Context: an optimization exercise on an open-source flow, tuned for a short achievable clock period and few clock cycles. The choices shown serve that exercise and are no tape-out recipe.
Only simulation tests tie the RTL to the original design; equivalence was not proved.
Power figures rest on the tool's default switching activity, not on a simulated workload.

==> flow/config.mk <==
export PLATFORM = sky130hd
export DESIGN_NAME = custom_cpu
export DESIGN_NICKNAME = custom_cpu
export VERILOG_FILES = /design/flow/design.v
export SDC_FILE = /design/flow/constraint.sdc
export NUM_CORES = 4
export LEC_CHECK = 0
export CAP_MARGIN = 20
export CORE_MARGIN = 2
export CORE_UTILIZATION = 35
export SLEW_MARGIN = 20
==> flow/constraint.sdc <==
create_clock -name core_clock -period 40.0 [get_ports {clk}]
set_input_delay 8.0000 -clock core_clock [delete_from_list [all_inputs] [get_ports {clk}]]
set_output_delay 8.0000 -clock core_clock [all_outputs]
set_load 0.01 [all_outputs]
==> flow/design.v <==
`timescale 10 ns / 1 ns
module reg_file(
	input clk,
	input rst,
	input [5 - 1:0] waddr,
	input [5 - 1:0] raddr1,
	input [5 - 1:0] raddr2,
	input wen,
	input [32 - 1:0] wdata,
	output [32 - 1:0] rdata1,
	output [32 - 1:0] rdata2
);
	reg [32 - 1:0] r [32 - 1:0];
	integer i;
	always @(posedge clk) begin
		if(rst) begin
			for(i = 0; i < 32; i = i + 1)
				r[i] <= 32'b0;
		end
		else if(wen & (|waddr)) begin
			r[waddr] <= wdata;
		end
	end
	assign rdata1 = {32{|raddr1}} & r[raddr1];
	assign rdata2 = {32{|raddr2}} & r[raddr2];
endmodule
`timescale 10 ns / 1 ns
module alu(
	input [32 - 1:0] A,
	input [32 - 1:0] B,
	input [2:0] ALUop,
	output Overflow,
	output CarryOut,
	output Zero,
	output [32 - 1:0] Result
);
        wire [32 - 1:0] R_AND;
        wire [32 - 1:0] R_OR;
        wire [32 - 1:0] R_XOR;
	wire [32 - 1:0] R_NOR;
    	wire [32 - 1:0] R_ADD_SUB;
    	wire [32 - 1:0] R_SLT;
	wire [32 - 1:0] R_SLTU;
    	wire COUT;
    	wire CIN;
    	wire Cin;
    	wire [32 - 1:0] B_ADD_SUB;
	wire Compare;
    	parameter AND = 3'b000,
                  OR = 3'b001,
                  ADD = 3'b010,
		  SLTU = 3'b011,
		  XOR = 3'b100,
		  NOR = 3'b101,
                  SUB = 3'b110,
                  SLT = 3'b111;
    	assign B_ADD_SUB = (ALUop[2] | (ALUop[1] & ALUop[0]) ) ? ~B : B;
    	assign CIN = ALUop[2] | (ALUop[1] & ALUop[0]);
    	assign R_AND = A & B;
    	assign R_OR = A | B;
	assign R_XOR = A ^ B;
	assign R_NOR = ~R_OR;
    	advance_add_32 instance_0(
        	.A(A),
        	.B(B_ADD_SUB),
        	.CIN(CIN),
        	.S(R_ADD_SUB),
        	.COUT(COUT),
		.Cin(Cin)
    	);
	assign Compare =  Overflow ^ R_ADD_SUB[32 - 1];
	assign R_SLT = {31'b0,Compare}; 
	assign R_SLTU = {31'b0,~COUT};
   	assign Result = ({32{ALUop == AND}} & R_AND) |
			({32{ALUop == OR}} & R_OR) |
			({32{ALUop == XOR}} & R_XOR) |
			({32{ALUop == NOR}} & R_NOR) |
			({32{ALUop == ADD || ALUop == SUB}} & R_ADD_SUB) |
			({32{ALUop == SLT}} & R_SLT) |
			({32{ALUop == SLTU}} & R_SLTU) ;
   	assign Overflow = Cin ^ COUT;
   	assign CarryOut =  ALUop[2] ^ COUT;
   	assign Zero = ~|Result;
endmodule
module advance_add_32(
    input [32 - 1:0] A,
    input [32 - 1:0] B,
    input CIN,
    output Cin,
    output COUT,
    output [32 - 1:0] S  
);
    wire [32:0] cout;
    assign cout[0] = CIN;
    genvar i;
    generate 
        for(i = 0; i < 32; i = i + 1) 
            begin : CLA
                wire p, g;
                assign p = ~A[i] & B[i] | A[i] & ~B[i];
                assign g = A[i] & B[i];
                assign S[i] = ~p & cout[i] | p & ~cout[i];
                assign cout[i + 1] = g | p & cout[i];
            end
    endgenerate 
    assign COUT = cout[32];
    assign Cin = cout[32 - 1];
endmodule
`timescale 10 ns / 1 ns
module shifter (
	input [32 - 1:0] A,
	input [32 - 1:0] B,
	input [1:0] Shiftop,
	output [32 - 1:0] Result
);
parameter L = 2'b00,
           AR = 2'b11,
           LR = 2'b10;
wire [32 - 1:0] R_L;
wire [32 - 1:0] R_AR;
wire [32 - 1:0] R_LR;
assign R_L = A << B[4:0];
assign R_LR = A >> B[4:0];
assign R_AR = ($signed(A)) >>> B[4:0];
assign Result = ({32{Shiftop == L}} & R_L) |
                ({32{Shiftop == AR}} & R_AR) |
                ({32{Shiftop == LR}} & R_LR);
endmodule
module IF_stage(
     input                           clk            ,
     input                           rst            ,
     input                           id_allowin     ,
     input  [33       - 1:0] bj_bus         ,
     input  id_valid,
     output                          if_to_id_valid ,
     output [64 - 1:0] if_to_id_bus   ,
     output [31                  :0] pc             ,
     output                          Inst_Req_Valid ,
     input                           Inst_Req_Ready ,
     input  [31                  :0] Instruction    ,
     input                           Inst_Valid     ,
     output                          Inst_Ready     
);
     reg  [31:0] fetch_pc;
     reg  [31:0] req_pc;
     reg         pending;
     reg         kill;
     wire        bj_wen;
     wire [31:0] bj_pc;
     wire        br_take;
     wire        resp;
     wire        resp_done;
     assign {bj_wen, bj_pc} = bj_bus;
     assign br_take         = bj_wen & id_valid;
     assign resp            = pending & Inst_Valid;
     assign if_to_id_valid  = resp & ~kill & ~br_take;
     assign Inst_Ready      = pending & (kill | br_take | id_allowin);
     assign resp_done       = resp & Inst_Ready;
     assign Inst_Req_Valid  = ~rst & (~pending | resp_done) & ~br_take;
     assign pc              = fetch_pc;
     always @(posedge clk) begin
         if(rst) begin
             pending  <= 1'b0;
             kill     <= 1'b0;
             fetch_pc <= 32'h0;
         end
         else begin
             if(Inst_Req_Valid & Inst_Req_Ready) begin
                 pending  <= 1'b1;
                 kill     <= 1'b0;
                 req_pc   <= fetch_pc;
                 fetch_pc <= fetch_pc + 32'd4;
             end
             else if(resp_done) begin
                 pending  <= 1'b0;
                 kill     <= 1'b0;
             end
             if(br_take) begin
                 fetch_pc <= bj_pc;
                 if(pending & ~resp_done) begin
                     kill <= 1'b1;
                 end
             end
         end
     end
     assign if_to_id_bus = {Instruction, req_pc};
endmodule
module ID_stage(
    input                           clk,
    input                           rst,
    input                           ex_allowin,
    output                          id_allowin,
    input                           if_to_id_valid,
    input  [64 - 1:0] if_to_id_bus,
    output                          id_to_ex_valid,
    output [160 - 1:0] id_to_ex_bus,
    output [33 - 1     : 0] bj_bus,
    output                          to_if_valid,
    input  [38 - 1:0] wb_to_rf_bus,
    input  [39 - 1     :0] rdw_ex_bus,
    input  [39 - 1     :0] rdw_mem_bus,
    input  [39 - 1     :0] rdw_wb_bus
);
    reg  id_valid;
    wire id_ready_go;
    wire [31                  :0] if_pc;
    reg  [64 - 1:0] if_to_id_bus_r;
    wire [31                  :0] id_ins;
    wire [31                  :0] id_pc;
    assign if_pc = if_to_id_bus[31:0];
    assign {id_ins,  
            id_pc    
            } = if_to_id_bus_r;
    wire [4 :0] RF_raddr1;
    wire [4 :0] RF_raddr2;
    wire [31:0] RF_rdata1;
    wire [31:0] RF_rdata2;
    wire        RF_wen;
    wire [4 :0] RF_waddr;
    wire [31:0] RF_wdata;
    assign {RF_wen,  
            RF_waddr,  
            RF_wdata  
            } = wb_to_rf_bus;
    wire        bj_wen;
    wire [31:0] bj_pc;
    wire [31:0] CLA_A;
    wire [31:0] CLA_B;
    wire        CLA_ZF;
    wire        CLA_OF;
    wire        CLA_CF;
    wire        CLA_SF;
    wire [31:0] CLA_result;
    wire        branch;
    wire        jump;
    wire [31:0] branch_result;
    wire [31:0] jump_result;
    wire        rdw_ex_addr_valid;
    wire        rdw_ex_data_valid;
    wire [4 :0] rdw_ex_addr;
    wire [31:0] rdw_ex_data;
    wire        rdw_mem_addr_valid;
    wire        rdw_mem_data_valid;
    wire [4 :0] rdw_mem_addr;
    wire [31:0] rdw_mem_data;
    wire        rdw_wb_addr_valid;
    wire        rdw_wb_data_valid;
    wire [4 :0] rdw_wb_addr;
    wire [31:0] rdw_wb_data;
    assign {rdw_ex_addr_valid, rdw_ex_data_valid, rdw_ex_addr, rdw_ex_data} = rdw_ex_bus;
    assign {rdw_mem_addr_valid, rdw_mem_data_valid, rdw_mem_addr, rdw_mem_data} = rdw_mem_bus;
    assign {rdw_wb_addr_valid, rdw_wb_data_valid, rdw_wb_addr, rdw_wb_data} = rdw_wb_bus;
    wire        rs1_from_ex;
    wire        rs1_from_mem;
    wire        rs1_from_wb;
    wire        rs1_from_rf;
    wire        rs2_from_ex;
    wire        rs2_from_mem;
    wire        rs2_from_wb;
    wire        rs2_from_rf;
    wire [6 :0 ] opcode;
    wire [4 :0 ] rs1;
    wire [4 :0 ] rs2;
    wire [4 :0 ] rd;
    wire [6 :0 ] funct7;
    wire [2 :0 ] funct3;
    wire [11:0 ] imm_Itype;
    wire [4 :0 ] shamt;
    wire [11:0 ] imm_Stype;
    wire [12:1 ] imm_Btype;
    wire [31:12] imm_Utype;
    wire [20:1 ] imm_Jtype;
    wire R_type;
    wire I_type;
    wire I_type_calc;
    wire I_type_load;
    wire I_type_jalr;
    wire J_type;
    wire S_type;
    wire B_type;
    wire U_type_AUIPC;
    wire U_type_LUI;
    wire [31:0] sign_extension;
    wire [31:0] zero_extension;
    wire [31:0] IStype_extension;
    wire [31:0] Btype_extension;
    wire [31:0] Utype_extension;
    wire [31:0] Jtype_extension;
    wire [31:0] imm_extension;
    wire        RI_type;
    wire [2 :0] ALUop;
    wire [1 :0] Shifterop;
    wire        load_wen;
    wire        store_wen;
    wire [2 :0] ls_type;
    wire        lui;
    wire        mem_wen;
    wire        wb_wen;
    wire        src1_is_pc;
    wire        src2_is_imm;
    wire        src2_is_4;
    wire [4 :0] dest;
    wire [31:0] rs1_value;
    wire [31:0] rs2_value;
    assign opcode    = id_ins[6:0];
    assign rs1       = id_ins[19:15];
    assign rs2       = id_ins[24:20];
    assign rd        = id_ins[11:7];
    assign funct3    = id_ins[14:12];
    assign funct7    = id_ins[31:25];
    assign shamt     = rs2;
    assign imm_Itype = id_ins[31:20];
    assign imm_Stype = {id_ins[31:25], id_ins[11:7]};
    assign imm_Btype = {id_ins[31], id_ins[7], id_ins[30:25], id_ins[11:8]};
    assign imm_Utype = id_ins[31:12];
    assign imm_Jtype = {id_ins[31], id_ins[19:12], id_ins[20], id_ins[30:21]};
    assign R_type       = (opcode == 7'b0110011);
    assign I_type       = I_type_calc | I_type_load | I_type_jalr;
    assign I_type_calc  = (opcode == 7'b0010011);
    assign I_type_load  = (opcode == 7'b0000011);
    assign I_type_jalr  = (opcode == 7'b1100111);
    assign S_type       = (opcode == 7'b0100011);
    assign B_type       = (opcode == 7'b1100011);
    assign U_type_LUI   = (opcode == 7'b0110111);
    assign U_type_AUIPC = (opcode == 7'b0010111);
    assign J_type       = (opcode == 7'b1101111);
    assign sign_extension   = ({32{I_type}} & {{20{imm_Itype[11]}}, imm_Itype}) |
                              ({32{S_type}} & {{20{imm_Stype[11]}}, imm_Stype});
    assign zero_extension   = ({32{I_type}} & {{20{1'b0}}, imm_Itype}) |
                              ({32{S_type}} & {{20{1'b0}}, imm_Stype});
    assign IStype_extension = ({32{I_type_calc & (funct3 == 3'b011)}} & zero_extension) |
                              ({32{~(I_type_calc & (funct3 == 3'b011))}} & sign_extension);
    assign Btype_extension  = {{19{imm_Btype[12]}}, imm_Btype, 1'b0};
    assign Utype_extension  = {imm_Utype, 12'b0};
    assign Jtype_extension  = {{11{imm_Jtype[20]}}, imm_Jtype, 1'b0};
    assign imm_extension    = ({32{I_type | S_type}} & sign_extension) |
                              ({32{B_type}} & Btype_extension) |
                              ({32{U_type_LUI | U_type_AUIPC}} & Utype_extension) |
                              ({32{J_type}} & Jtype_extension);
    assign RF_raddr1 = rs1;
    assign RF_raddr2 = rs2;    
    assign RI_type = R_type | I_type_calc;
    assign ALUop = ({3{R_type}} & (({3{~funct7[5] & (~|funct3)}} & 3'b010) |
                                   ({3{funct7[5] & (~|funct3)}} & 3'b110) |
                                   ({3{funct3 == 3'b010}} & 3'b111) |
                                   ({3{(funct3 == 3'b011) | (funct3 == 3'b100)}} & funct3) |
                                   ({3{(&funct3) | (funct3 == 3'b110)}} & ~funct3) 
                                  )
                   ) |
                   ({3{I_type_calc}} & (({3{~|funct3}} & 3'b010) |
                                   ({3{funct3 == 3'b010}} & 3'b111) |
                                   ({3{(funct3 == 3'b011) | (funct3 == 3'b100)}} & funct3) |
                                   ({3{(&funct3) | (funct3 == 3'b001) | (funct3 == 3'b110)}} & ~funct3)
                                  ) 
                   ) |
                   ({3{I_type_load | S_type | I_type_jalr | J_type | U_type_AUIPC}} & 3'b010) |
                   ({3{B_type}} & 3'b110) ;
    assign Shifterop   = {funct3[2], funct7[5]};
    assign src1_is_pc  = J_type | I_type_jalr | U_type_AUIPC;
    assign src2_is_imm = I_type_calc | I_type_load | S_type | U_type_AUIPC;
    assign src2_is_4   = J_type | I_type_jalr;
    assign load_wen    = I_type_load;
    assign store_wen   = S_type;
    assign ls_type     = funct3;
    assign lui         = U_type_LUI;
    assign mem_wen     = I_type_load | S_type;
    assign wb_wen      = ~(S_type | B_type);
    assign dest        = rd;
    assign rs1_from_ex  = (|rs1) & rdw_ex_data_valid & (rdw_ex_addr == rs1);
    assign rs1_from_mem = (|rs1) & ~rs1_from_ex & rdw_mem_data_valid & (rdw_mem_addr == rs1);
    assign rs1_from_wb  = (|rs1) & ~rs1_from_ex & ~rs1_from_mem & rdw_wb_data_valid & (rdw_wb_addr == rs1);
    assign rs1_from_rf  = ~(rs1_from_ex |rs1_from_mem | rs1_from_wb);
    assign rs2_from_ex  = (|rs2) & rdw_ex_data_valid & (rdw_ex_addr == rs2);
    assign rs2_from_mem = (|rs2) & ~rs2_from_ex & rdw_mem_data_valid & (rdw_mem_addr == rs2);
    assign rs2_from_wb  = (|rs2) & ~rs2_from_ex & ~rs2_from_mem & rdw_wb_data_valid & (rdw_wb_addr == rs2);
    assign rs2_from_rf  = ~(rs2_from_ex |rs2_from_mem | rs2_from_wb);
    assign rs1_value  = ({32{rs1_from_ex}} & rdw_ex_data) |
                        ({32{rs1_from_mem}} & rdw_mem_data) |
                        ({32{rs1_from_wb}} & rdw_wb_data) |
                        ({32{rs1_from_rf}} & RF_rdata1);
    assign rs2_value  = ({32{rs2_from_ex}} & rdw_ex_data) |
                        ({32{rs2_from_mem}} & rdw_mem_data) |
                        ({32{rs2_from_wb}} & rdw_wb_data) |
                        ({32{rs2_from_rf}} & RF_rdata2);
    assign id_to_ex_bus = {rs1,            
                           rs2,            
                           RI_type,        
                           ALUop,          
                           Shifterop,      
                           src1_is_pc,     
                           src2_is_imm,    
                           src2_is_4,      
                           load_wen,       
                           store_wen,      
                           ls_type,        
                           lui,            
                           mem_wen,        
                           wb_wen,         
                           dest,           
                           imm_extension,  
                           rs1_value,      
                           rs2_value,      
                           id_pc           
                           };
    assign CLA_A = rs1_value;
    assign CLA_B = ({32{B_type}} & ~rs2_value) |
                   ({32{I_type_jalr}} & imm_extension);
    CLA CLA(
        .A(CLA_A),
        .B(CLA_B),
        .CIN(B_type),
        .SF(CLA_SF),
        .ZF(CLA_ZF),
        .OF(CLA_OF),
        .CF(CLA_CF),
        .S(CLA_result)
    );
    assign branch        = B_type & (((~|funct3) & CLA_ZF) |
                                     ((funct3 == 3'b001) & ~CLA_ZF) |
                                     ((funct3 == 3'b100) & (CLA_OF ^ CLA_SF)) |
                                     ((funct3 == 3'b101) & ~(CLA_OF ^ CLA_SF)) |
                                     ((funct3 == 3'b110) & CLA_CF) |
                                     ((&funct3) & ~CLA_CF)
                                    );
    assign branch_result = id_pc + Btype_extension;
    assign jump          = J_type | I_type_jalr;
    assign jump_result   = ({32{J_type}} & (id_pc + Jtype_extension)) |
                           ({32{I_type_jalr}} & {CLA_result[31:1], 1'b0});
    assign bj_wen        = (branch | jump) & id_valid;
    assign bj_pc         = ({32{branch}} & branch_result) |
                           ({32{jump}} & jump_result);
    assign bj_bus        = {bj_wen, bj_pc};
    assign to_if_valid   = id_valid & id_ready_go & ex_allowin;
    assign id_ready_go   = ~((B_type & (~rs1_from_rf | ~rs2_from_rf)) |
                             (~rdw_ex_addr_valid & (rs1_from_ex | rs2_from_ex)) |
                             (~rdw_mem_addr_valid & (rs1_from_mem | rs2_from_mem)) |
                             (~rdw_wb_addr_valid & (rs1_from_wb | rs2_from_wb))
                            );
    assign id_allowin     = !id_valid || id_ready_go && ex_allowin;
    assign id_to_ex_valid = id_valid & id_ready_go;
    always @(posedge  clk) begin
        if(rst) begin
            id_valid <= 1'b0;
        end
        else if(id_allowin) begin
            id_valid <= if_to_id_valid;
        end
        if(if_to_id_valid & id_allowin) begin
            if_to_id_bus_r <= if_to_id_bus;
        end
    end
    reg_file reg_file(
       .clk(clk),
       .rst(rst),
       .raddr1(RF_raddr1),
       .raddr2(RF_raddr2),
       .rdata1(RF_rdata1),
       .rdata2(RF_rdata2),
       .waddr(RF_waddr),
       .wdata(RF_wdata),
       .wen(RF_wen)
    );
endmodule
module CLA(
    input [31:0] A,
    input [31:0] B,
    input CIN,
    output SF,
    output ZF,
    output CF,
    output OF,
    output [31:0] S
);
    wire [32:0] cout;
    wire Cin;
    wire COUT;
    assign cout[0] = CIN;
    genvar i;
    generate 
        for(i = 0; i < 32; i = i + 1) 
            begin : CLA
                wire p, g;
                assign p = ~A[i] & B[i] | A[i] & ~B[i];
                assign g = A[i] & B[i];
                assign S[i] = ~p & cout[i] | p & ~cout[i];
                assign cout[i + 1] = g | p & cout[i];
            end
    endgenerate 
    assign COUT = cout[32];
    assign Cin = cout[31];
    assign SF = S[31];
    assign ZF = ~|S;
    assign CF = ~COUT;
    assign OF =  Cin ^ COUT;
endmodule
module EX_stage(
    input                            clk,
    input                            rst,
    input                            mem_allowin,
    output                           ex_allowin,
    input                            id_to_ex_valid,
    input  [160 - 1 :0] id_to_ex_bus,
    output                           ex_to_mem_valid,
    output [108 - 1:0] ex_to_mem_bus,
    output [31                   :0] Address,
    output                           MemWrite,
    output [31                   :0] Write_data,
    output [3                    :0] Write_strb,
    output                           MemRead,
    input                            Mem_Req_Ready,
    output [39 - 1      :0] rdw_ex_bus
);
    reg  ex_valid;
    wire ex_ready_go;
    reg  [160 - 1:0] id_to_ex_bus_r;
    wire [4                   :0] ex_rs1;
    wire [4                   :0] ex_rs2;
    wire                          ex_RI_type;
    wire [2                   :0] ex_ALUop;
    wire [1                   :0] ex_Shifterop;
    wire                          ex_src1_is_pc;
    wire                          ex_src2_is_imm;
    wire                          ex_src2_is_4;
    wire                          ex_load_wen;
    wire                          ex_store_wen;
    wire [2                   :0] ex_ls_type;
    wire                          ex_lui;
    wire                          ex_mem_wen;
    wire                          ex_wb_wen;
    wire [4                   :0] ex_dest;
    wire [31                  :0] ex_imm_extension;
    wire [31                  :0] ex_rs1_value;
    wire [31                  :0] ex_rs2_value;
    wire [31                  :0] ex_pc;
    assign {ex_rs1,            
            ex_rs2,            
            ex_RI_type,        
            ex_ALUop,          
            ex_Shifterop,      
            ex_src1_is_pc,     
            ex_src2_is_imm,    
            ex_src2_is_4,      
            ex_load_wen,       
            ex_store_wen,      
            ex_ls_type,        
            ex_lui,            
            ex_mem_wen,        
            ex_wb_wen,         
            ex_dest,           
            ex_imm_extension,  
            ex_rs1_value,      
            ex_rs2_value,      
            ex_pc              
           } = id_to_ex_bus_r;
    wire [31:0] src1;
    wire [31:0] src2;
    wire [31:0] ALU_result;
    wire [31:0] Shifter_result;
    wire [31:0] result;  
    assign src1 = ex_src1_is_pc ? ex_pc : 
                  ex_rs1_value;
    assign src2 = ex_src2_is_imm ? ex_imm_extension :
                  ex_src2_is_4   ? 32'd4            :
                  ex_rs2_value;
    alu alu(
       .A(src1),
       .B(src2),
       .ALUop(ex_ALUop),
       .Overflow(),
       .CarryOut(),
       .Zero(),
       .Result(ALU_result)
    );
    shifter shifter(
       .A(src1),
       .B(src2),
       .Shiftop(ex_Shifterop),
       .Result(Shifter_result)
    );
    assign result = (ex_lui) ? ex_imm_extension :
                    (ex_RI_type & ((ex_ls_type == 3'b001) | (ex_ls_type == 3'b101))) ? Shifter_result :
                    ALU_result;
    assign rdw_ex_bus = {~ex_load_wen,  
                         ex_wb_wen & ex_valid,  
                         ex_dest,  
                         result  
                        };
    assign ex_to_mem_bus = {ex_rs2_value,  
                            result,  
                            ex_load_wen,  
                            ex_store_wen,  
                            ex_ls_type,  
                            ex_mem_wen,  
                            ex_wb_wen,  
                            ex_dest,  
                            ex_pc  
                           };
    reg mem_req_succ;
    assign ex_ready_go     = mem_req_succ | ~ex_load_wen & ~ex_store_wen;
    assign ex_allowin      = !ex_valid || ex_ready_go && mem_allowin;
    assign ex_to_mem_valid = ex_valid & ex_ready_go; 
    always @(posedge clk) begin
        if(rst) begin
            ex_valid <= 1'b0;
        end
        else if(ex_allowin) begin
            ex_valid <= id_to_ex_valid;
        end
        if(id_to_ex_valid & ex_allowin) begin
            id_to_ex_bus_r <= id_to_ex_bus;
        end
    end
    always @(posedge clk) begin
        if(~mem_req_succ | ex_allowin) begin
            mem_req_succ <= Mem_Req_Ready & (MemRead | MemWrite);
        end
    end
    assign Address    = {ALU_result[31:2], 2'b0};
    assign MemRead    = ex_load_wen & ex_valid & ~mem_req_succ;
    assign MemWrite   = ex_store_wen & ex_valid & ~mem_req_succ;
    assign Write_strb = ({4{ex_ls_type == 3'b000}} & {ALU_result[1] & ALU_result[0], ALU_result[1] & ~ALU_result[0], ~ALU_result[1] & ALU_result[0], ~ALU_result[1] & ~ALU_result[0]}) |
                        ({4{ex_ls_type == 3'b001}} & {ALU_result[1], ALU_result[1], ~ALU_result[1], ~ALU_result[1]}) |
                        ({4{ex_ls_type == 3'b010}} & 4'b1111);
    assign Write_data = ({32{ex_ls_type == 3'b000}} & {4{ex_rs2_value[7:0]}}) |
                        ({32{ex_ls_type == 3'b001}} & {2{ex_rs2_value[15:0]}}) |
                        ({32{ex_ls_type == 3'b010}} & ex_rs2_value) ;
endmodule
module MEM_stage(
    input                            clk,
    input                            rst,
    input                            wb_allowin,
    output                           mem_allowin,
    input                            ex_to_mem_valid,
    input  [108 - 1:0] ex_to_mem_bus,
    output                           mem_to_wb_valid,
    output [70 - 1:0] mem_to_wb_bus,
    input  [31                   :0] Read_data,
    input                            Read_data_Valid,
    output                           Read_data_Ready, 
    output [39 - 1:0] rdw_mem_bus
);
    reg  mem_valid;
    wire mem_ready_go;
    reg  [108 - 1:0] ex_to_mem_bus_r;
    wire [31                   :0] mem_rs2_value;
    wire [31                   :0] mem_result;
    wire                           mem_load_wen;
    wire                           mem_store_wen;
    wire [2                    :0] mem_ls_type;
    wire                           mem_wen;
    wire                           mem_wb_wen;
    wire [4                    :0] mem_dest;
    wire [31                   :0] mem_pc;
    assign {mem_rs2_value,  
            mem_result,     
            mem_load_wen,   
            mem_store_wen,  
            mem_ls_type,    
            mem_wen,        
            mem_wb_wen,     
            mem_dest,       
            mem_pc          
           } = ex_to_mem_bus_r;
    wire [31:0] mem_read_data;
    wire [31:0] final_result;
    wire [31:0] lb_data;
    wire [31:0] lh_data;
    wire [31:0] lw_data;
    wire [31:0] lbu_data;
    wire [31:0] lhu_data;
    wire [31:0] load_data;
    assign rdw_mem_bus = {mem_ready_go,  
                          mem_wb_wen & mem_valid,  
                          mem_dest,  
                          final_result  
                         };
    assign mem_ready_go    = ~mem_load_wen | Read_data_Valid;
    assign mem_allowin     = !mem_valid || mem_ready_go && wb_allowin;
    assign mem_to_wb_valid = mem_valid & mem_ready_go;
    always @(posedge clk) begin
        if(rst) begin
            mem_valid <= 1'b0;
        end
        else if(mem_allowin) begin
            mem_valid <= ex_to_mem_valid;
        end
        if(ex_to_mem_valid & mem_allowin) begin
            ex_to_mem_bus_r <= ex_to_mem_bus;
        end
    end
    assign Read_data_Ready = mem_load_wen & mem_valid & wb_allowin | rst;
    assign mem_read_data   = Read_data;
    assign lb_data         = ({32{~mem_result[1] & ~mem_result[0]}} & {{24{mem_read_data[7]}} , mem_read_data[7:0]})   |
                             ({32{~mem_result[1] & mem_result[0]}}  & {{24{mem_read_data[15]}}, mem_read_data[15:8]})  |
                             ({32{mem_result[1]  & ~mem_result[0]}} & {{24{mem_read_data[23]}}, mem_read_data[23:16]}) |
                             ({32{mem_result[1]  & mem_result[0]}}  & {{24{mem_read_data[31]}}, mem_read_data[31:24]}) ;
    assign lh_data         = ({32{~mem_result[1]}} & {{16{mem_read_data[15]}}, mem_read_data[15:0]})  |
                             ({32{mem_result[1]}}  & {{16{mem_read_data[31]}}, mem_read_data[31:16]}) ;
    assign lw_data         = mem_read_data;
    assign lbu_data        = {{24{1'b0}}, lb_data[7:0]};
    assign lhu_data        = {{16{1'b0}}, lh_data[15:0]};
    assign load_data       = ({32{~|mem_ls_type}} & lb_data) |
                             ({32{mem_ls_type == 3'b001}} & lh_data) |
                             ({32{mem_ls_type == 3'b010}} & lw_data) |
                             ({32{mem_ls_type == 3'b100}} & lbu_data) |
                             ({32{mem_ls_type == 3'b101}} & lhu_data);
    assign final_result    = mem_load_wen ? load_data : mem_result;
    assign mem_to_wb_bus = {mem_wb_wen,  
                            mem_dest,  
                            final_result,  
                            mem_pc  
                           };
endmodule
module WB_stage(
    input                            clk,
    input                            rst,
    input                            fifo_full,
    output                           wb_allowin,
    input                            mem_to_wb_valid,
    input  [70 - 1:0] mem_to_wb_bus,
    output [38 - 1 :0] wb_to_rf_bus,
    output [39 - 1      :0] rdw_wb_bus,
    output                           retired,
    output [69                   :0] fifo_data
);
    reg  wb_valid;
    wire wb_ready_go;
    reg  [70 - 1:0] mem_to_wb_bus_r;
    wire                           wb_wen;
    wire [4                    :0] wb_dest;
    wire [31                   :0] wb_final_result;
    wire [31                   :0] wb_pc;
    assign {wb_wen,
            wb_dest,
            wb_final_result,
            wb_pc
           } = mem_to_wb_bus_r;
    wire        RF_wen;
    wire [4 :0] RF_waddr;
    wire [31:0] RF_wdata;
    assign wb_to_rf_bus = {RF_wen,  
                           RF_waddr,  
                           RF_wdata  
                          };
    assign rdw_wb_bus = {1'b1, 
                         RF_wen,  
                         wb_dest,  
                         wb_final_result  
                        };
    assign wb_ready_go = ~fifo_full;
    assign wb_allowin  = !wb_valid || wb_ready_go;
    always @(posedge clk)begin
        if(rst) begin
            wb_valid <= 1'b0;
        end
        else if(wb_allowin)begin
            wb_valid <= mem_to_wb_valid;
        end
        if(mem_to_wb_valid & wb_allowin) begin
            mem_to_wb_bus_r <= mem_to_wb_bus;
        end
    end
    assign RF_wen   = wb_valid & wb_wen;
    assign RF_waddr = wb_dest;
    assign RF_wdata = wb_final_result;
    assign retired   = wb_valid;
    assign fifo_data = {wb_pc, wb_wen, wb_dest, wb_final_result};
endmodule
`timescale 10ns / 1ns
module custom_cpu(
	input  rst,
	input  clk,
	output [31:0] PC,
	output Inst_Req_Valid,
	input Inst_Req_Ready,
	input  [31:0] Instruction,
	input Inst_Valid,
	output Inst_Ready,
	output [31:0] Address,
	output MemWrite,
	output [31:0] Write_data,
	output [3:0] Write_strb,
	output MemRead,
	input Mem_Req_Ready,
	input  [31:0] Read_data,
	input Read_data_Valid,
	output Read_data_Ready
);
    wire fifo_full;
    wire id_allowin;
    wire ex_allowin;
    wire mem_allowin;
    wire ws_allowin;
    wire wb_allowin;
    wire if_to_id_valid;
    wire id_to_ex_valid;
    wire ex_to_mem_valid;
    wire mem_to_wb_valid;
    wire id_valid;
    wire [64 - 1:0] if_to_id_bus;
    wire [160 - 1:0] id_to_ex_bus;
    wire [108 - 1:0] ex_to_mem_bus;
    wire [70 - 1:0] mem_to_wb_bus;
    wire [38 - 1:0] wb_to_rf_bus;
    wire [33       - 1:0] bj_bus;
    wire [39 - 1:0] rdw_ex_bus;
    wire [39 - 1:0] rdw_mem_bus;
    wire [39 - 1:0] rdw_wb_bus;
    wire retired;
    wire [69:0] fifo_data;
    assign fifo_full = 1'b0;
    IF_stage IF_stage(
    .clk(                      clk),
    .rst(                      rst),
    .id_allowin(        id_allowin),
    .bj_bus(                bj_bus),
    .id_valid(            id_valid),
    .if_to_id_valid(if_to_id_valid),
    .if_to_id_bus(    if_to_id_bus),
    .pc(                        PC),
    .Inst_Req_Valid(Inst_Req_Valid),
    .Inst_Req_Ready(Inst_Req_Ready),
    .Instruction(      Instruction),
    .Inst_Valid(        Inst_Valid),
    .Inst_Ready(        Inst_Ready)      
);
    ID_stage ID_stage(
    .clk(                      clk),
    .rst(                      rst),
    .ex_allowin(        ex_allowin),
    .id_allowin(        id_allowin),
    .if_to_id_valid(if_to_id_valid),
    .if_to_id_bus(    if_to_id_bus),
    .id_to_ex_valid(id_to_ex_valid),
    .id_to_ex_bus(    id_to_ex_bus),
    .bj_bus(                bj_bus),
    .to_if_valid(         id_valid),
    .wb_to_rf_bus(    wb_to_rf_bus),
    .rdw_ex_bus(        rdw_ex_bus),
    .rdw_mem_bus(      rdw_mem_bus),
    .rdw_wb_bus(        rdw_wb_bus)
);
    EX_stage EX_stage(
    .clk(                        clk),
    .rst(                        rst),
    .mem_allowin(        mem_allowin),
    .ex_allowin(          ex_allowin),
    .id_to_ex_valid(  id_to_ex_valid),
    .id_to_ex_bus(      id_to_ex_bus),
    .ex_to_mem_valid(ex_to_mem_valid),
    .ex_to_mem_bus(    ex_to_mem_bus),
    .Address(                Address),
    .MemWrite(              MemWrite),
    .Write_data(          Write_data),
    .Write_strb(          Write_strb),
    .MemRead(                MemRead),
    .Mem_Req_Ready(    Mem_Req_Ready),
    .rdw_ex_bus(          rdw_ex_bus)
);
    MEM_stage MEM_stage(
    .clk(                        clk),
    .rst(                        rst),
    .wb_allowin(          wb_allowin),
    .mem_allowin(        mem_allowin),
    .ex_to_mem_valid(ex_to_mem_valid),
    .ex_to_mem_bus(    ex_to_mem_bus),
    .mem_to_wb_valid(mem_to_wb_valid),
    .mem_to_wb_bus(    mem_to_wb_bus),
    .Read_data(            Read_data),
    .Read_data_Valid(Read_data_Valid),
    .Read_data_Ready(Read_data_Ready), 
    .rdw_mem_bus(        rdw_mem_bus)
);
    WB_stage WB_stage(
    .clk(                        clk),
    .rst(                        rst),
    .fifo_full(            fifo_full),
    .wb_allowin(          wb_allowin),
    .mem_to_wb_valid(mem_to_wb_valid),
    .mem_to_wb_bus(    mem_to_wb_bus),
    .wb_to_rf_bus(      wb_to_rf_bus),
    .rdw_wb_bus(          rdw_wb_bus),
    .retired(                retired),
    .fifo_data(            fifo_data)
);
endmodule
==> flow/run.sh <==
#!/bin/bash
# synth_recipe.tcl (not shown) runs the flow's synth.tcl, then flattens the netlist and writes it again
# the make line also repeats each setting of config.mk as NAME=value (left out here)
make -C /OpenROAD-flow-scripts/flow DESIGN_CONFIG=/design/flow/config.mk WORK_HOME=/design/flow/orfs CLKGATE_MAP_FILE= SYNTH_SCRIPT=/design/flow/synth_recipe.tcl finish
==> run_results.csv <==
group,metric,value,unit
detailed_routing,drcViolationCount,0,
timing,worst_slack,713,ps
detailed_routing,route.met3.wl,35.9,mm
critical_path,regToRegSetupSlack,7780,ps
clock_network,clock_latency,850,ps
clock_network,cts_setup_buffers,0,
clock_network,htree_levels,4,
synthesis,synthArstFlopShare,0,%
synthesis,synth_ff_type,"edfxtp_1",
placement,port_buffers,172,
global_route,grt_max_degree,107,
detailed_routing,viasPerCell,6.19,
critical_path,r2r_end,"ID_stage.if_to_id_bus_r[37]",
synthesis,synth_area_per_cell,13.2,um2
critical_path,worstRegToRegCells,89,
placement,finalWeightedCongestion,1.04,
hold_path,hp-class,"register to register",
floorplanning,row_count,178,
timing,skew,71.7,ps
critical_path,path_max_fanout,2,
floorplanning,die_w,491,um
timing,worst_pin_slew,1260,ps
critical_path,rr_startpoint,"EX_stage.id_to_ex_bus_r[141]",
synthesis,synth_edf_count,1349,
timing,finalMaxSlewViolations,0,
critical_path,cpMaxStageDelayCell,"fa_1",
synthesis,ys_warn_count,6,
timing,final-hold-violation-count,0,
synthesis,synth_cell_type_count,106,
detailed_routing,wl_met2,151,mm
detailed_routing,first_iter_violations,9505,
synthesis,synth_seq_area_share,49.9,%
global_route,grt.overflow.total,0,
finish,drive_gt1_share,21.9,%
placement,place_ws,-911,ps
clock_network,cts_hold_buf,0,
detailed_routing,wl_met1,122,mm
hold_path,whs_endpoint,"ID_stage.if_to_id_bus_r[12]",
detailed_routing,drt-total-wl,334,mm
floorplanning,io_pins,175,
clock_network,cts.sinks,1397,
timing,slew_headroom,15.7,%
global_route,track_usage,27.1,%
pwr,power_per_cell_area,36.8,mW/mm2
detailed_routing,vias,59800,
synthesis,synthCells,6311,
critical_path,path_class,"register to output port",
detailed_routing,drt.antenna.violating_nets,0,
global_route,antenna_found_initial,28,
detailed_routing,wire_per_inst,34.5,um
synthesis,synth-seq-cells,1397,
critical_path,worstSetupEndpointType,"output port",
detailed_routing,top_layer_used,"met5",
global_route,grt_pass1_vias,58500,
hold_path,holdPathStages,0,
floorplanning,die_area,0.241,mm2
timing,whs,399,ps
pwr,p_leak,0.0334,uW
floorplanning,die_h,491,um
outcome,status,"timing/DRC/antenna clean",
synthesis,syn-cell-area,0.0831,mm2
finish,fin_nets,6625,
finish,areaGrowthSynthToFinish,14.2,%
clock_network,cts_tree,"done",
clock_network,cts_buffer_depth,3,
detailed_routing,dr.pass1.iters,7,
clock_network,path_clk_slew,60,ps
floorplanning,coreArea,0.236,mm2
critical_path,critical_path_arrival,31290,ps
critical_path,slowest_delay,480,ps
pwr,vdd.ir_drop.worst,0.0365,mV
timing,fin_crit_sh,98.2,%
clock_network,cts_buffers,156,
placement,hpwl,227,mm
floorplanning,initial_utilization,35.3,%
critical_path,cp_data_required_time,32000,ps
critical_path,startpoint_type,"register",
clock_network,cts_root_buf,"clkbuf_16",
timing,period_needed,39290,ps
timing,clock.fmax,0.0255,GHz
flow_run,maxCapViolations,0,
global_route,grt_pass1_wl,464,mm
hold_path,hp-start,"IF_stage.req_pc[12]",
timing,setup_viol,0,
critical_path,worst_path_most_repeated_cell,"fa_2",
what timing repair did:
item	4_1_cts	5_1_grt
endpoints found under the hold margin	0	0
resized for setup	29	18
pin swaps	4	6
setup endpoints to repair	1	1
area by class of cell:
class,instances,area [um2]
fill,21800,141000
antenna,11,27.5
clock inverter,86,927
multi-input combinational,4230,39600
clock buffer,195,4120
inverter,136,517
sequential,1397,41500
tap,3150,3940
timing repair buffer,458,4190
metal layers:
layer / up-vias / global-route usage (%)
li1: 24400 / -
met1: 30600 / 34.6
met2: 3970 / 41.7
met3: 820 / 6.11
met4: 12 / 17.1
met5: - / 0
worst max-delay path: cells and delay by family (launching register included):
family          cells  cell delay (ps)
simple gates        6             1190
flops               1              390
fa+ha+maj          63            26380
xor+xnor            1              140
buf+inv             8              810
compound gates      8             1490
cells in the final DEF (no fill, tap or decap), drive strengths merged, types with 57 or more instances in the layout:
cell	count
nand2	226
nor2	277
clkinv	64
clkdlybuf4s50	170
clkbuf	196
o211ai	57
a21o	65
mux4	658
xor2	64
ha	109
edfxtp	1349
nand3	150
and2	1030
o21ai	282
inv	143
a22oi	94
a21oi	223
mux2i	113
fa	67
buf	286
worst max path at each step:
stage                            startpoint             end
2_1_floorplan  EX_stage.id_to_ex_bus_r[146]  Inst_Req_Valid
3_3_place_gp   EX_stage.id_to_ex_bus_r[141]  Inst_Req_Valid
3_5_place_dp   EX_stage.id_to_ex_bus_r[141]  Inst_Req_Valid
4_1_cts        EX_stage.id_to_ex_bus_r[141]  Inst_Req_Valid
5_1_grt        EX_stage.id_to_ex_bus_r[141]  Inst_Req_Valid
6_report       EX_stage.id_to_ex_bus_r[141]  Inst_Req_Valid
cell usage after synthesis, types with 14 or more instances:
| cell type | number | area share (%) |
|---|---|---|
| mux4_2 | 658 | 18 |
| o21a_1 | 40 | 0.36 |
| o221ai_1 | 19 | 0.20 |
| buf_2 | 56 | 0.34 |
| o21ai_1 | 19 | 0.11 |
| a31oi_1 | 49 | 0.37 |
| a31o_2 | 15 | 0.16 |
| o211ai_1 | 57 | 0.52 |
| nand2b_1 | 36 | 0.27 |
| a2bb2oi_1 | 14 | 0.15 |
| o22ai_1 | 30 | 0.23 |
| xor2_1 | 64 | 0.67 |
| mux2_2 | 43 | 0.58 |
| clkbuf_1 | 412 | 1.9 |
| a21o_1 | 65 | 0.59 |
| a21oi_1 | 220 | 1.3 |
| nor2b_1 | 48 | 0.36 |
| nor2_1 | 276 | 1.2 |
| o31ai_1 | 21 | 0.19 |
| mux2i_1 | 103 | 1.2 |
| nor3_1 | 45 | 0.27 |
| a221oi_1 | 35 | 0.37 |
| a211oi_1 | 48 | 0.43 |
| nand3b_1 | 18 | 0.16 |
| and2_1 | 1026 | 7.7 |
| a22o_1 | 22 | 0.23 |
| fa_1 | 67 | 1.6 |
| dfxtp_1 | 48 | 1.2 |
| xnor2_1 | 51 | 0.54 |
| and3_1 | 27 | 0.20 |
| nand3_1 | 149 | 0.90 |
| buf_4 | 18 | 0.16 |
| or2_2 | 18 | 0.14 |
| ha_1 | 109 | 1.6 |
| o21ai_0 | 259 | 1.6 |
| nand4_1 | 30 | 0.23 |
| buf_1 | 82 | 0.37 |
| inv_1 | 129 | 0.58 |
| a22oi_1 | 94 | 0.85 |
| edfxtp_1 | 1349 | 49 |
| nand2_1 | 222 | 1.0 |
stage by stage:
stage | utilization, % | power, uW | setup TNS, ps | instance area (um2) | cells
4_1_cts | 40.2 | 3490 | 0 | 94600 | 9644
2_1_floorplan | - | 1900 | 0 | 83200 | 6344
3_3_place_gp | 37.8 | 2050 | -754 | 89200 | 9350
6_report | 40.2 | 3490 | 0 | 94800 | 9663
5_1_grt | 40.2 | 3570 | -25.6 | 94800 | 9654
3_5_place_dp | 38.0 | 2060 | -911 | 89500 | 9363
flip-flops by register name, indices dropped and copies added (netlist names), 32 cells and up, named ones only:
signal	cells
EX_stage.id_to_ex_bus_r	148
ID_stage.if_to_id_bus_r	64
ID_stage.reg_file.r	1024
IF_stage.fetch_pc	32
IF_stage.req_pc	32
MEM_stage.ex_to_mem_bus_r	42
WB_stage.mem_to_wb_bus_r	38
cells by family (layout without fill, tap and decap cells):
group                      count (synthesis)  in the layout  synth area share [%]
AOI/OAI and AO/OA                       1134           1134                  9.08
DFF                                     1397           1397                  49.9
and+or+nand+nor                         1948           1948                  13.0
muxes                                    823            823                  20.0
other                                      1             45               0.00451
adders and majority gates                176            176                  3.26
buffers and inverters                    717            875                  3.52
xor gates and xnor gates                 115            115                  1.21
power breakdown:
group / internal, uW / switching, uW
registers: 1640 / 28.9
clock network: 805 / 640
logic: 143 / 227
total: 2590 / 896
Testbench counts, summed over its fixed seeds: cycles 49,913.

==> separate check: timing with driven ports <==
No port has a modelled driver above. Below, the same layout with a new extraction and two added sets of constraints. Step 1 sets driving cells, clkbuf_16 on the clock port and buf_2 on the other inputs (assumed; they add their load-dependent delay and slew). Step 2 times the ports against the registers' clock, not the clock port: input delays grow and output delays shrink by t, the midpoint of the rising clock arrivals with the driver on. a / b / c = ideal / step 1 / step 2; a / b = the first two.
t, ns: 0.913
slack for setup (ns): 0.713 / 0.619 / 1.532
worst setup path after step 2: register to output
cell pins on the clock port's net: 1
After both steps this run still meets setup and hold. The setup slack of this run moves by -0.094 ns with the drivers and by +0.819 ns with both steps.
